Background: an optimization exercise with open tools, aiming at small area and a short achievable clock period. Do not read the settings as production practice.
RTL that was checked went through simulation tests only; none was proved equivalent to the original.
The clock input has no modelled driver; a real chip could not lean on it and would need a root buffer or a full tree.
Power is estimated from default activity; no workload was simulated.

## axis_fifo
module axis_fifo
#(
    parameter DATA_WIDTH  = 32,  
    parameter FIFO_DEPTH  = 32   
)
(
    input  logic                      clk_i,
    input  logic                      arstn_i,
    input  logic [DATA_WIDTH   - 1:0] s_axis_tdata_i,
    input  logic                      s_axis_tvalid_i,
    input  logic                      s_axis_tlast_i,
    input  logic [DATA_WIDTH/8 - 1:0] s_axis_tuser_i,
    input  logic [DATA_WIDTH/8 - 1:0] s_axis_tkeep_i,
    output logic                      s_axis_tready_o,
    input  logic                      m_axis_tready_i,
    output logic [DATA_WIDTH   - 1:0] m_axis_tdata_o,
    output logic                      m_axis_tvalid_o,
    output logic                      m_axis_tlast_o
    ,
    output logic [DATA_WIDTH/8 - 1:0] m_axis_tuser_o
    ,
    output logic [DATA_WIDTH/8 - 1:0] m_axis_tkeep_o
);
export LEC_CHECK = 0
export CAP_MARGIN = 20
export CORE_MARGIN = 2
export CORE_UTILIZATION = 65
export CTS_CLUSTER_DIAMETER = 60
export CTS_CLUSTER_SIZE = 30
export PLACE_DENSITY = 0.75
export SETUP_SLACK_MARGIN = 4.2
export SLEW_MARGIN = 20
create_clock -name core_clock -period 6.5 [get_ports {clk_i}]
standard.sh (not shown) runs the stock make flow with config.mk's settings and CLKGATE_MAP_FILE= SYNTH_SCRIPT=/design/flow/synth_recipe.tcl, a recipe that flattens the netlist after the stock synthesis.
==> flow/flow/run.sh <==
#!/bin/bash
set -euo pipefail
work=$(pwd)
bash standard.sh \
  "PRE_DETAIL_PLACE_TCL=$work/flow/pre_detail_place.tcl" \
  "PRE_CTS_TCL=$work/flow/pre_cts.tcl" \
  "CTS_ARGS=-sink_clustering_enable -repair_clock_nets -dont_use_dummy_load -sink_clustering_size 30 -sink_clustering_max_diameter 60" \
  "BUFFER_PORTS_ARGS=-buffer_cell sky130_fd_sc_hd__buf_4" \
  finish > "$work/standard.log" 2>&1
Other scripts of this flow, unchanged in this note and not shown: flow/flow/pre_cts.tcl, flow/flow/pre_detail_place.tcl
==> next run, changes <==
--- a/flow/flow/run.sh
+++ b/flow/flow/run.sh
@@ -7 +7 @@
-  "CTS_ARGS=-sink_clustering_enable -repair_clock_nets -dont_use_dummy_load -sink_clustering_size 30 -sink_clustering_max_diameter 60" \
+  "CTS_ARGS=-sink_clustering_enable -repair_clock_nets -dont_use_dummy_load -sink_clustering_size 30 -sink_clustering_max_diameter 120" \
Effect: Hold slack gains 0.036 ns; sequential share of layout area rose by 0.36 points; via count is about the same.
Function was not checked in any run of this note: the RTL went through the layout flow alone.

========
## run 1
Another version of the RTL of axis_fifo (not shown whole).
Size: ~1300 flip-flops, ~0.046 mm² of cells after synthesis.
clock: 6.5 ns
lec_check: 0
cap_margin: 20
core_margin: 2
core_utilization: 65
cts_cluster_diameter: 60
cts_cluster_size: 30
place_density: 0.75
setup_slack_margin: 4.4
slew_margin: 20
==> flow/flow/run.sh <==
#!/bin/bash
set -euo pipefail
work=$(pwd)
bash standard.sh \
  "PRE_CTS_TCL=$work/flow/pre_cts.tcl" \
  "CTS_ARGS=-sink_clustering_enable -repair_clock_nets -dont_use_dummy_load -sink_clustering_size 30 -sink_clustering_max_diameter 60" \
  "BUFFER_PORTS_ARGS=-buffer_cell sky130_fd_sc_hd__buf_4" \
  finish > "$work/standard.log" 2>&1
Other scripts of this flow, unchanged in this note and not shown: flow/flow/pre_cts.tcl
Run 1: PASS, flow complete, no timing, DRC or antenna violations
Here is what was changed in the inputs of run 2 compared with run 1.
Settings: SETUP_SLACK_MARGIN changed from 4.4 to 4.2.
-- flow/flow/run.sh --
<<< run 1, line 5
>>> run 2, line 5
  "PRE_DETAIL_PLACE_TCL=$work/flow/pre_detail_place.tcl" \
==> flow/flow/pre_detail_place.tcl (new file) <==
# Sourced by ORFS's detail_place.tcl before detailed placement
# (PRE_DETAIL_PLACE_TCL). buffer_ports puts each output port's buffer at the
# port, so the register behind it drives the whole wire to the die edge.
# Moving the buffer next to the cell that drives it (detailed placement then
# legalizes it) leaves the register a short net and lets the buffer drive
# the long wire instead.

proc move_output_buffers { } {
  set block [ord::get_db_block]
  set n 0
  foreach bt [$block getBTerms] {
    if {[$bt getIoType] ne "OUTPUT"} continue
    set net [$bt getNet]
    if {$net eq "NULL"} continue
    set buf ""
    foreach it [$net getITerms] {
      if {[$it isOutputSignal]} { set buf [$it getInst] }
    }
    if {$buf eq ""} continue
    set drv ""
    foreach it [$buf getITerms] {
      if {[$it isInputSignal] && [$it getNet] ne "NULL"} {
        foreach jt [[$it getNet] getITerms] {
          if {[$jt isOutputSignal]} { set drv [$jt getInst] }
        }
      }
    }
    if {$drv eq ""} continue
    set loc [$drv getLocation]
    $buf setLocation [lindex $loc 0] [lindex $loc 1]
    incr n
  }
  puts "move_output_buffers: moved $n output buffers next to their drivers"
}

move_output_buffers
Findings:
- Looking at maximum frequency across both flows, run 2 is the stronger of the two, with run 1 trailing.
- Overall via count from detail_route: lower on run 2
- Worst setup slack, run 2 and run 1, lower one = run 1.
- Taking run 1 as the reference, in run 2 global placement routability congestion dropped 0.99%, number of nets at the end of the flow now sits lower, highest ir drop seen on vdd has decreased, critical path depth essentially unchanged, power lost 0.94%.
- Taking run 1 as the reference point, the total routing resource utilization after global routing of run 2 falls by 1.8 points.
- Destination of the critical timing path = m_axis_tdata_o[21]: run 1; destination of the critical timing path = m_axis_tdata_o[0]: run 2
- The clock transition at the registers of the reported paths of run 2 and that of run 1 are within noise of each other.
- STATUS violation count after the first detailed-route iteration: run 2 wins against run 1
Here is what was changed in the inputs of run 3 compared with run 2.
Settings: GPL_ROUTABILITY_DRIVEN newly set to 0.
--- outcome ---
- Run 3 ran to completion and came out clean on the timing, DRC and antenna checks.
- Both conditions hold for run 2: the flow ran to the end and the final layout passed the timing, DRC and antenna checks.
- As far as post-synthesis instance total goes, run 2 and run 3 are indistinguishable; the numbers are identical.
- Delta (run 3 minus run 2): sum of met2 wire segment lengths after detailed routing held steady, summed area of non-filler cells in the final layout comparable, worst path setup slack after routing has remained practically unchanged.
- Timing-limited maximum frequency of run 3 is on par with run 2.
- Between run 3 and run 2, the difference in half-perimeter wire length of the detailed placement result is negligible.
- Delta (run 3 minus run 2): sequential power ~0 delta; worst setup timing slack at the placement stage ~0 delta; met3 wire length ~0 delta; fill cell instance count of the final layout ~0 delta.
#### Input delta (run 4 over run 3)
Settings: SETUP_SLACK_MARGIN: 4.2 -> 4.0; GPL_ROUTABILITY_DRIVEN: 0 -> unset.
-- flow/flow/run.sh --
<<< run 3, line 5
  "PRE_DETAIL_PLACE_TCL=$work/flow/pre_detail_place.tcl" \
>>> run 4, line 5
<<< run 3, line 8
  "BUFFER_PORTS_ARGS=-buffer_cell sky130_fd_sc_hd__buf_4" \
>>> run 4, line 7
removed: flow/flow/pre_detail_place.tcl
[summary]
There was hardly any difference in number of placed instances, taps included between run 4 and run 3.
Run 4 finished all stages; the layout is clean.
Run 4 gives less path depth of the worst reg2reg path than run 3 did.
Compared with run 3, in run 4 total global routing track utilization fell by 0.54 points, final standard cell area without fillers stayed essentially flat, post-detailed-route wirelength per cell fell by about 2%, worst-case setup slack after placement fell by 0.34 ns, combinational share of power fell by 0.2 points.
Cmp run 4 vs run 3: internal portion of total power higher in run 4
Re data required time of the worst path: run 4 is 1.60 ns up on run 3.
Lower clock period minus final worst setup slack among run 4 and run 3: run 3
Looking at run 4 and run 3, the proportion of cell area occupied by registers is a wash.
diff inputs: run 4 => run 5
Settings: a change of SETUP_SLACK_MARGIN from 4.0 to 4.12.
-- flow/flow/run.sh --
<<< run 4, line 5
>>> run 5, line 5
  "PRE_DETAIL_PLACE_TCL=$work/flow/pre_detail_place.tcl" \
<<< run 4, line 7
>>> run 5, line 8
  "BUFFER_PORTS_ARGS=-buffer_cell sky130_fd_sc_hd__buf_4" \
==> flow/flow/pre_detail_place.tcl (new file) <==
# Sourced by ORFS's detail_place.tcl before detailed placement
# (PRE_DETAIL_PLACE_TCL). buffer_ports puts each output port's buffer at the
# port, so the register behind it drives the whole wire to the die edge.
# Moving the buffer next to the cell that drives it (detailed placement then
# legalizes it) leaves the register a short net and lets the buffer drive
# the long wire instead.

proc move_output_buffers { } {
  set block [ord::get_db_block]
  set n 0
  foreach bt [$block getBTerms] {
    if {[$bt getIoType] ne "OUTPUT"} continue
    set net [$bt getNet]
    if {$net eq "NULL"} continue
    set buf ""
    foreach it [$net getITerms] {
      if {[$it isOutputSignal]} { set buf [$it getInst] }
    }
    if {$buf eq ""} continue
    set drv ""
    foreach it [$buf getITerms] {
      if {[$it isInputSignal] && [$it getNet] ne "NULL"} {
        foreach jt [[$it getNet] getITerms] {
          if {[$jt isOutputSignal]} { set drv [$jt getInst] }
        }
      }
    }
    if {$drv eq ""} continue
    set loc [$drv getLocation]
    $buf setLocation [lindex $loc 0] [lindex $loc 1]
    incr n
  }
  puts "move_output_buffers: moved $n output buffers next to their drivers"
}

move_output_buffers
Notes after the runs:
Run 5 vs. run 4: register-to-register path setup slack went up by 0.11 ns. Run 4 → run 5: final worst slack now sits higher; worst supply voltage drop on vdd now sits lower. Side by side, number of resized instances in the post-cts repair step turned out lower in run 5 than in run 4. Between run 4 and run 5, the flow reports wire length increasing slightly. On number of inverters outside the clock class in the layout, run 5 tracks run 4 almost exactly. Run 5 vs. run 4: cell area after layout went down by 170 µm². Run 5 ended up with a lower maximum net fanout on the critical path than run 4 did.

========
Setup of run A:
axis_fifo again, from the RTL that the note above started with.
export LEC_CHECK = 0
export CAP_MARGIN = 20
export CORE_MARGIN = 2
export CORE_UTILIZATION = 65
export CTS_CLUSTER_DIAMETER = 60
export CTS_CLUSTER_SIZE = 30
export PLACE_DENSITY = 0.75
export SETUP_SLACK_MARGIN = 4.35
export SLEW_MARGIN = 20
create_clock -name core_clock -period 6.5 [get_ports {clk_i}]
==> flow/flow/run.sh <==
#!/bin/bash
set -euo pipefail
work=$(pwd)
bash standard.sh \
  "PRE_DETAIL_PLACE_TCL=$work/flow/pre_detail_place.tcl" \
  "PRE_CTS_TCL=$work/flow/pre_cts.tcl" \
  "CTS_ARGS=-sink_clustering_enable -repair_clock_nets -dont_use_dummy_load -sink_clustering_size 30 -sink_clustering_max_diameter 60" \
  "BUFFER_PORTS_ARGS=-buffer_cell sky130_fd_sc_hd__buf_4" \
  finish > "$work/standard.log" 2>&1
==> flow/flow/pre_detail_place.tcl <==
# Sourced by ORFS's detail_place.tcl before detailed placement
# (PRE_DETAIL_PLACE_TCL). buffer_ports puts each output port's buffer at the
# port, so the register behind it drives the whole wire to the die edge.
# Moving the buffer next to the cell that drives it (detailed placement then
# legalizes it) leaves the register a short net and lets the buffer drive
# the long wire instead.

proc move_output_buffers { } {
  set block [ord::get_db_block]
  set n 0
  foreach bt [$block getBTerms] {
    if {[$bt getIoType] ne "OUTPUT"} continue
    set net [$bt getNet]
    if {$net eq "NULL"} continue
    set buf ""
    foreach it [$net getITerms] {
      if {[$it isOutputSignal]} { set buf [$it getInst] }
    }
    if {$buf eq ""} continue
    set drv ""
    foreach it [$buf getITerms] {
      if {[$it isInputSignal] && [$it getNet] ne "NULL"} {
        foreach jt [[$it getNet] getITerms] {
          if {[$jt isOutputSignal]} { set drv [$jt getInst] }
        }
      }
    }
    if {$drv eq ""} continue
    set loc [$drv getLocation]
    $buf setLocation [lindex $loc 0] [lindex $loc 1]
    incr n
  }
  puts "move_output_buffers: moved $n output buffers next to their drivers"
}

move_output_buffers
Other scripts of this flow, unchanged in this note and not shown: flow/flow/pre_cts.tcl
No stage failed in run A, and the final checks on the layout all came back clean.
Inputs modified between run A and run B:
- CORE_UTILIZATION now 75, was 65
- PLACE_DENSITY now 0.85, was 0.75
- SETUP_SLACK_MARGIN now 4.2, was 4.35
==> summary.txt <==
Every run (run A and run B) finished clean.
Run B ends up with a core footprint that is 14% lower than in run A.
Critical path launch point: sel_q[28] -> run B, head_q[30] -> run A
Synthesis-to-layout area growth ends up lower on run B.
Area of the die shrinks by more than 10% when moving from run A to run B.
Input-level comparison between run C and run B:
- changing CORE_UTILIZATION from 75 to 65
- changing PLACE_DENSITY from 0.85 to 0.75
==> flow/flow/run.sh <==
#!/bin/bash
set -euo pipefail
work=$(pwd)
bash standard.sh \
  "PRE_CTS_TCL=$work/flow/pre_cts.tcl" \
  "CTS_ARGS=-sink_clustering_enable -repair_clock_nets -dont_use_dummy_load -sink_clustering_size 30 -sink_clustering_max_diameter 60" \
  "BUFFER_PORTS_ARGS=-buffer_cell sky130_fd_sc_hd__buf_4" \
  finish > "$work/standard.log" 2>&1
removed: flow/flow/pre_detail_place.tcl
--- outcome ---
Diff run B -> run C | detailed-routing wirelength on met1 | increase of about 8%. Final critical-path setup slack: run C worse than run B. | routed length per placed instance | run C vs run B | 3.6% lower |. Diff run B -> run C | fraction of met1 tracks used by global routing | decrease of 6.5 points. Register-to-register slack up 0.10 ns in run C wrt run B.
#### Input delta (run D over run C)
- swapping 65 for 75 in CORE_UTILIZATION
- swapping 0.75 for 0.85 in PLACE_DENSITY
Findings:
- No stage failed in run D, and the final checks on the layout all came back clean.
- Compared with run C, power density relative to cell area in run D decreased slightly.
- | post-layout minimum cycle time | run D vs run C | 0.026 ns lower |
- Re static leakage: run D is about 0.4% down on run C.
- Compared with run C, run D ends up with less cell area.
- Area of the multi-input gates delta (run D -> run C): insignificant
- Compared with run C, placement density in the core of run D is higher.
- Re total routed wire length on the met1 layer: run D and run C aren't equal, and the higher value belongs to run C.
- Compared with run C, run D shows internal power of the cells that has gone down slightly.
- Going from run C to run D, the post-CTS repair timing setup buffer count was found to have gone down by 9.
The inputs of run E differ from those of run D as listed below.
- PLACE_DENSITY changed from 0.85 to 0.75
- CORE_UTILIZATION changed from 75 to 65
==> flow/flow/run.sh <==
#!/bin/bash
set -euo pipefail
work=$(pwd)
bash standard.sh \
  "PRE_DETAIL_PLACE_TCL=$work/flow/pre_detail_place.tcl" \
  "PRE_CTS_TCL=$work/flow/pre_cts.tcl" \
  "CTS_ARGS=-sink_clustering_enable -repair_clock_nets -dont_use_dummy_load -sink_clustering_size 30 -sink_clustering_max_diameter 120" \
  "BUFFER_PORTS_ARGS=-buffer_cell sky130_fd_sc_hd__buf_4" \
  finish > "$work/standard.log" 2>&1
==> flow/flow/pre_detail_place.tcl (new file) <==
# Sourced by ORFS's detail_place.tcl before detailed placement
# (PRE_DETAIL_PLACE_TCL). buffer_ports puts each output port's buffer at the
# port, so the register behind it drives the whole wire to the die edge.
# Moving the buffer next to the cell that drives it (detailed placement then
# legalizes it) leaves the register a short net and lets the buffer drive
# the long wire instead.

proc move_output_buffers { } {
  set block [ord::get_db_block]
  set n 0
  foreach bt [$block getBTerms] {
    if {[$bt getIoType] ne "OUTPUT"} continue
    set net [$bt getNet]
    if {$net eq "NULL"} continue
    set buf ""
    foreach it [$net getITerms] {
      if {[$it isOutputSignal]} { set buf [$it getInst] }
    }
    if {$buf eq ""} continue
    set drv ""
    foreach it [$buf getITerms] {
      if {[$it isInputSignal] && [$it getNet] ne "NULL"} {
        foreach jt [[$it getNet] getITerms] {
          if {[$jt isOutputSignal]} { set drv [$jt getInst] }
        }
      }
    }
    if {$drv eq ""} continue
    set loc [$drv getLocation]
    $buf setLocation [lindex $loc 0] [lindex $loc 1]
    incr n
  }
  puts "move_output_buffers: moved $n output buffers next to their drivers"
}

move_output_buffers
- Comparing run D and run E, critical path depth is lower on run D.
- Cmp run D and run E / share of layout cells above drive strength 1 / lower: run E
- Going from run D to run E, the setup slack was found to have gone down by 0.071 ns.

[separate check: timing with driven ports]
In the flow no input, the clock included, has a driving cell. The finished layouts below were timed again as built, in two steps. Step 1 assumes that a clkbuf_16 drives the clock port and a buf_2 every other input. Step 2, shift: input delay + t, output delay - t, t = (earliest + latest rising clock arrival at the registers) / 2. This alone moves slack from input paths to output paths. Slacks: ideal / step 1 / step 2; pairs: ideal / step 1.
run | shift t [ns] | slack for setup (ns) | hold WS [ns] | cell pins on the clock port's net
the first run of note 1 | 0.618 | 4.128 / 3.985 / 3.657 | 0.417 / 0.417 / 0.417 | 4
the second run of note 1 | 0.585 | 4.163 / 4.037 / 3.652 | 0.453 / 0.453 / 0.453 | 4
run 1 | 0.621 | 4.086 / 3.943 / 3.870 | 0.420 / 0.420 / 0.420 | 4
run 2 | 0.609 | 4.143 / 4.001 / 3.738 | 0.397 / 0.397 / 0.397 | 4
run 3 | 0.609 | 4.143 / 4.001 / 3.738 | 0.397 / 0.397 / 0.397 | 4
run 4 | 0.617 | 3.969 / 3.872 / 3.460 | 0.410 / 0.410 / 0.410 | 4
run 5 | 0.608 | 4.081 / 3.991 / 3.591 | 0.395 / 0.395 / 0.395 | 4
run A | 0.617 | 4.148 / 4.005 / 3.816 | 0.417 / 0.417 / 0.417 | 4
run B | 0.594 | 4.126 / 4.024 / 3.702 | 0.429 / 0.429 / 0.429 | 4
run C | 0.615 | 4.086 / 3.940 / 3.701 | 0.415 / 0.415 / 0.415 | 4
run D | 0.590 | 4.111 / 3.974 / 3.652 | 0.422 / 0.422 / 0.422 | 4
run E | 0.583 | 4.040 / 4.040 / 3.576 | 0.428 / 0.428 / 0.428 | 4
After both steps setup and hold are still met in every run listed. For the second run of note 1, which loses most, drivers alone change the setup slack by -0.126 ns; drivers and shift together by -0.511 ns.
